What follows belongs to an exercise in optimizing a design on an open flow for small area and a short achievable clock period; a production flow would make more cautious choices.
In this exercise RTL edits were held to simulation tests only and were not proved equivalent to the original.

run A:
## iq_comp
module iq_comp (
	input clk, RESETn,
	input freeze_iqcomp,
	input [1:0] op_mode,
	input [3:0] Ix, Qx,
	input signed [12:0] Wr_in, Wj_in,
	output reg signed [3:0] Iy, Qy,
	output wire settled,
	output reg signed [12:0] Wr, Wj
);
assign settled = freeze_iqcomp;
wire [3:0] xi = {~Ix[3], Ix[2:0]};
wire [3:0] xq = {~Qx[3], Qx[2:0]};
wire int_w = ~op_mode[1] & op_mode[0];                   
wire sel_c = op_mode[1] ^ op_mode[0];                    
wire upd   = RESETn & int_w & ~freeze_iqcomp;           
wire keep  = RESETn & (op_mode[1] ^ op_mode[0]);        
wire [12:0] ur, uj;
iq_mux2x2 u_ur_0 (.a0(Wr_in[0]), .a1(Wr[0]), .s(op_mode[0]), .y(ur[0]));
iq_mux2x2 u_ur_1 (.a0(Wr_in[1]), .a1(Wr[1]), .s(op_mode[0]), .y(ur[1]));
iq_mux2x2 u_ur_2 (.a0(Wr_in[2]), .a1(Wr[2]), .s(op_mode[0]), .y(ur[2]));
iq_mux2x2 u_ur_3 (.a0(Wr_in[3]), .a1(Wr[3]), .s(op_mode[0]), .y(ur[3]));
iq_mux2x2 u_ur_4 (.a0(Wr_in[4]), .a1(Wr[4]), .s(op_mode[0]), .y(ur[4]));
iq_mux2x2 u_ur_5 (.a0(Wr_in[5]), .a1(Wr[5]), .s(op_mode[0]), .y(ur[5]));
iq_mux2x2 u_ur_6 (.a0(Wr_in[6]), .a1(Wr[6]), .s(op_mode[0]), .y(ur[6]));
iq_mux2x2 u_ur_7 (.a0(Wr_in[7]), .a1(Wr[7]), .s(op_mode[0]), .y(ur[7]));
iq_mux2x2 u_ur_8 (.a0(Wr_in[8]), .a1(Wr[8]), .s(op_mode[0]), .y(ur[8]));
iq_mux2x2 u_ur_9 (.a0(Wr_in[9]), .a1(Wr[9]), .s(op_mode[0]), .y(ur[9]));
iq_mux2x2 u_ur_10 (.a0(Wr_in[10]), .a1(Wr[10]), .s(op_mode[0]), .y(ur[10]));
iq_mux2x2 u_ur_11 (.a0(Wr_in[11]), .a1(Wr[11]), .s(op_mode[0]), .y(ur[11]));
iq_mux2x2 u_ur_12 (.a0(Wr_in[12]), .a1(Wr[12]), .s(op_mode[0]), .y(ur[12]));
iq_mux2x2 u_uj_0 (.a0(Wj_in[0]), .a1(Wj[0]), .s(op_mode[0]), .y(uj[0]));
iq_mux2x2 u_uj_1 (.a0(Wj_in[1]), .a1(Wj[1]), .s(op_mode[0]), .y(uj[1]));
iq_mux2x2 u_uj_2 (.a0(Wj_in[2]), .a1(Wj[2]), .s(op_mode[0]), .y(uj[2]));
iq_mux2x2 u_uj_3 (.a0(Wj_in[3]), .a1(Wj[3]), .s(op_mode[0]), .y(uj[3]));
iq_mux2x2 u_uj_4 (.a0(Wj_in[4]), .a1(Wj[4]), .s(op_mode[0]), .y(uj[4]));
  ...
==> flow/config.mk <==
export PLATFORM = sky130hd
export DESIGN_NAME = iq_comp
export DESIGN_NICKNAME = iq_comp
export VERILOG_FILES = /design/flow/design.v
export SDC_FILE = /design/flow/constraint.sdc
export NUM_CORES = 4
export LEC_CHECK = 0
export CAP_MARGIN = 20
export CORE_MARGIN = 2
export CORE_UTILIZATION = 40
export CTS_BUF_LIST = sky130_fd_sc_hd__clkbuf_8
export SETUP_SLACK_MARGIN = 2.0
export SLEW_MARGIN = 20
export SYNTH_HIERARCHICAL = 1
export SYNTH_MINIMUM_KEEP_SIZE = 0
==> flow/constraint.sdc <==
create_clock -name core_clock -period 8.0 [get_ports {clk}]
set_input_delay 1.6000 -clock core_clock [delete_from_list [all_inputs] [get_ports {clk}]]
set_output_delay 1.6000 -clock core_clock [all_outputs]
set_load 0.01 [all_outputs]
standard.sh (not shown) runs the stock make flow with config.mk's settings and CLKGATE_MAP_FILE= SYNTH_SCRIPT=/design/flow/synth_recipe.tcl, a recipe that flattens the netlist after the stock synthesis.
==> flow/flow/run.sh <==
#!/bin/bash
# Layout flow: the standard flow, with two changes:
#  - synthesis maps the RTL's leaf modules to the cells given in
#    flow/cells_map.v (via ORFS's SYNTH_CANONICALIZE_TCL hook);
#  - port buffers are buf_1 cells.
set -euo pipefail
here=$(pwd)
export SYNTH_CANONICALIZE_TCL="$here/flow/canon.tcl"
export BUFFER_PORTS_ARGS="-buffer_cell sky130_fd_sc_hd__buf_1"
bash standard.sh > "$here/standard.log" 2>&1
Other scripts of this flow, unchanged in this note and not shown: flow/flow/canon.tcl, flow/flow/cells_map.v, flow/flow/leaf_modules.txt
#### Input delta (run B over run A)
-- flow/config.mk --
<<< run A, line 9
export CORE_MARGIN = 2
export CORE_UTILIZATION = 40
export CTS_BUF_LIST = sky130_fd_sc_hd__clkbuf_8
export SETUP_SLACK_MARGIN = 2.0
export SLEW_MARGIN = 20
>>> run B, line 9
export CORE_MARGIN = 2
export CORE_UTILIZATION = 50
export CTS_BUF_LIST = sky130_fd_sc_hd__clkbuf_8
export SETUP_SLACK_MARGIN = 2.5
export SLEW_MARGIN = 20
As far as share of the final layout cell area in multi-input gates is concerned, run A and run B perform about the same.
Sort run A and run B by core box area, ascending, and run B comes first.
Of run A and run B, the run reporting the higher critical path depth was run A.
Comparing run B against run A, there is no change at all in number of maximum-capacitance constraint violations.
The routed wire length in run B is 1.09 times that in run A.
Run B against run A: fill cell instance count of the final layout went down.
Run B ended up with fa_2 as its highest-delay cell along the critical path; run A ended up with mux2_2.
Re fmax: run A was lower than run B.
Routability congestion estimate from global placement, run A and run B: larger value in run A
The final area in run B sits 3.1% above the value recorded for run A.
diff inputs: run B => run C
-- flow/config.mk --
<<< run B, line 9
export CORE_MARGIN = 2
export CORE_UTILIZATION = 50
export CTS_BUF_LIST = sky130_fd_sc_hd__clkbuf_8
export SETUP_SLACK_MARGIN = 2.5
export SLEW_MARGIN = 20
>>> run C, line 9
export CORE_MARGIN = 2
export CORE_UTILIZATION = 40
export CTS_BUF_LIST = sky130_fd_sc_hd__clkbuf_8
export SETUP_SLACK_MARGIN = 2.75
export SLEW_MARGIN = 20
## What came out
Run C ended with every stage complete and zero timing, DRC or antenna violations. Against run B as the reference, run C delivers a lower hold slack. Run C vs. run B: number of max-capacitance violations reported stayed essentially flat.
The inputs of run D differ from those of run C as listed below.
-- flow/config.mk --
<<< run C, line 11
export CTS_BUF_LIST = sky130_fd_sc_hd__clkbuf_8
export SETUP_SLACK_MARGIN = 2.75
export SLEW_MARGIN = 20
>>> run D, line 11
export CTS_BUF_LIST = sky130_fd_sc_hd__clkbuf_8
export SETUP_SLACK_MARGIN = 2.25
export SLEW_MARGIN = 20
[summary]
Register-to-register slack in run D vs run C: up 0.03 ns
In the tables for run D and run C, least setup slack across all paths after layout reads higher with run C.
Non-clock buffer count (higher): run C
Length of routed wiring on met1: run D vs run C down about 2.8%
Going from run C to run D, the final period utilization was found to have gone up by 4.5 points.
Compared to run C, run D has count of placed standard cells in the final layout, fillers left out 24 lower.
Cmp run D vs run C: core utilization lower in run D
As of run D, area of combinational cells with multiple inputs had fallen by a few percent compared to run C.
Inputs modified between run D and run E:
-- flow/config.mk --
<<< run D, line 11
export CTS_BUF_LIST = sky130_fd_sc_hd__clkbuf_8
export SETUP_SLACK_MARGIN = 2.25
export SLEW_MARGIN = 20
>>> run E, line 11
export CTS_BUF_LIST = sky130_fd_sc_hd__clkbuf_8
export SETUP_SLACK_MARGIN = 2.5
export SLEW_MARGIN = 20
[summary]
Run E was carried through to the last stage, and its layout satisfied the timing, DRC and antenna checks. Against run D, detailed-route vias per instance in run E fell slightly. Number of DRC markers in iteration 0 shrinks by a little under 10% when moving from run D to run E. Total via count in the routed design (higher): run D.
Input changes introduced in run F (baseline for comparison: run E):
-- flow/config.mk --
<<< run E, line 11
export CTS_BUF_LIST = sky130_fd_sc_hd__clkbuf_8
export SETUP_SLACK_MARGIN = 2.5
>>> run F, line 11
export CTS_BUF_LIST = sky130_fd_sc_hd__clkbuf_8
export PLACE_DENSITY = 0.7
export SETUP_SLACK_MARGIN = 2.5
## What came out
Having completed the whole flow, run F delivered a layout that passed the timing, DRC and antenna checks.
Area share of buffers outside the clock network came out higher on run F than on run E.
Post-cts sizing count for run F: 5 up relative to run E
As far as arrival time of data at the critical path endpoint is concerned, run E and run F perform about the same.
Against run E as the reference, run F delivers a higher largest net degree at the start of global routing.
Taking run E as the reference, in run F area share of xor/xnor cells in the synthesized design comparable; final standard cell count with taps included and fillers excluded now larger; die area comparable; post-route clock period utilization now larger.
Compared to run E, run F has highest attainable clock frequency 0.46% lower.
A worst setup path endpoint of Qy[1] is what run E shows, while Qy[2] belongs to run F.

port drivers added, routing unchanged:
Ports are ideal in the flow. The routed layouts listed here were re-timed in OpenROAD. Step 1: set_driving_cell puts a clkbuf_16 on clk and a buf_2 on each other input, an assumption about the parent block. Step 2 times the ports against the registers' clock, not the clock port: input delays grow and output delays shrink by t, the midpoint of the rising clock arrivals with the driver on. Slacks: no drivers / after step 1 / after step 2; pairs: no drivers / after step 1.
| run | t (ns) | setup slack, ns | worst slew at a driven data input, ns |
|---|---|---|---|
| run A | 0.325 | 2.345 / 2.355 / 2.030 | 0.04 |
| run B | 0.348 | 2.669 / 2.679 / 2.331 | 0.04 |
| run C | 0.327 | 2.871 / 2.739 / 2.412 | 0.18 |
| run D | 0.325 | 2.513 / 2.519 / 2.194 | 0.04 |
| run E | 0.326 | 2.700 / 2.680 / 2.354 | 0.05 |
| run F | 0.329 | 2.676 / 2.684 / 2.356 | 0.04 |
After both steps every run listed still meets setup and hold. For run C, which loses most, drivers alone change the setup slack by -0.132 ns; drivers and shift together by -0.459 ns.
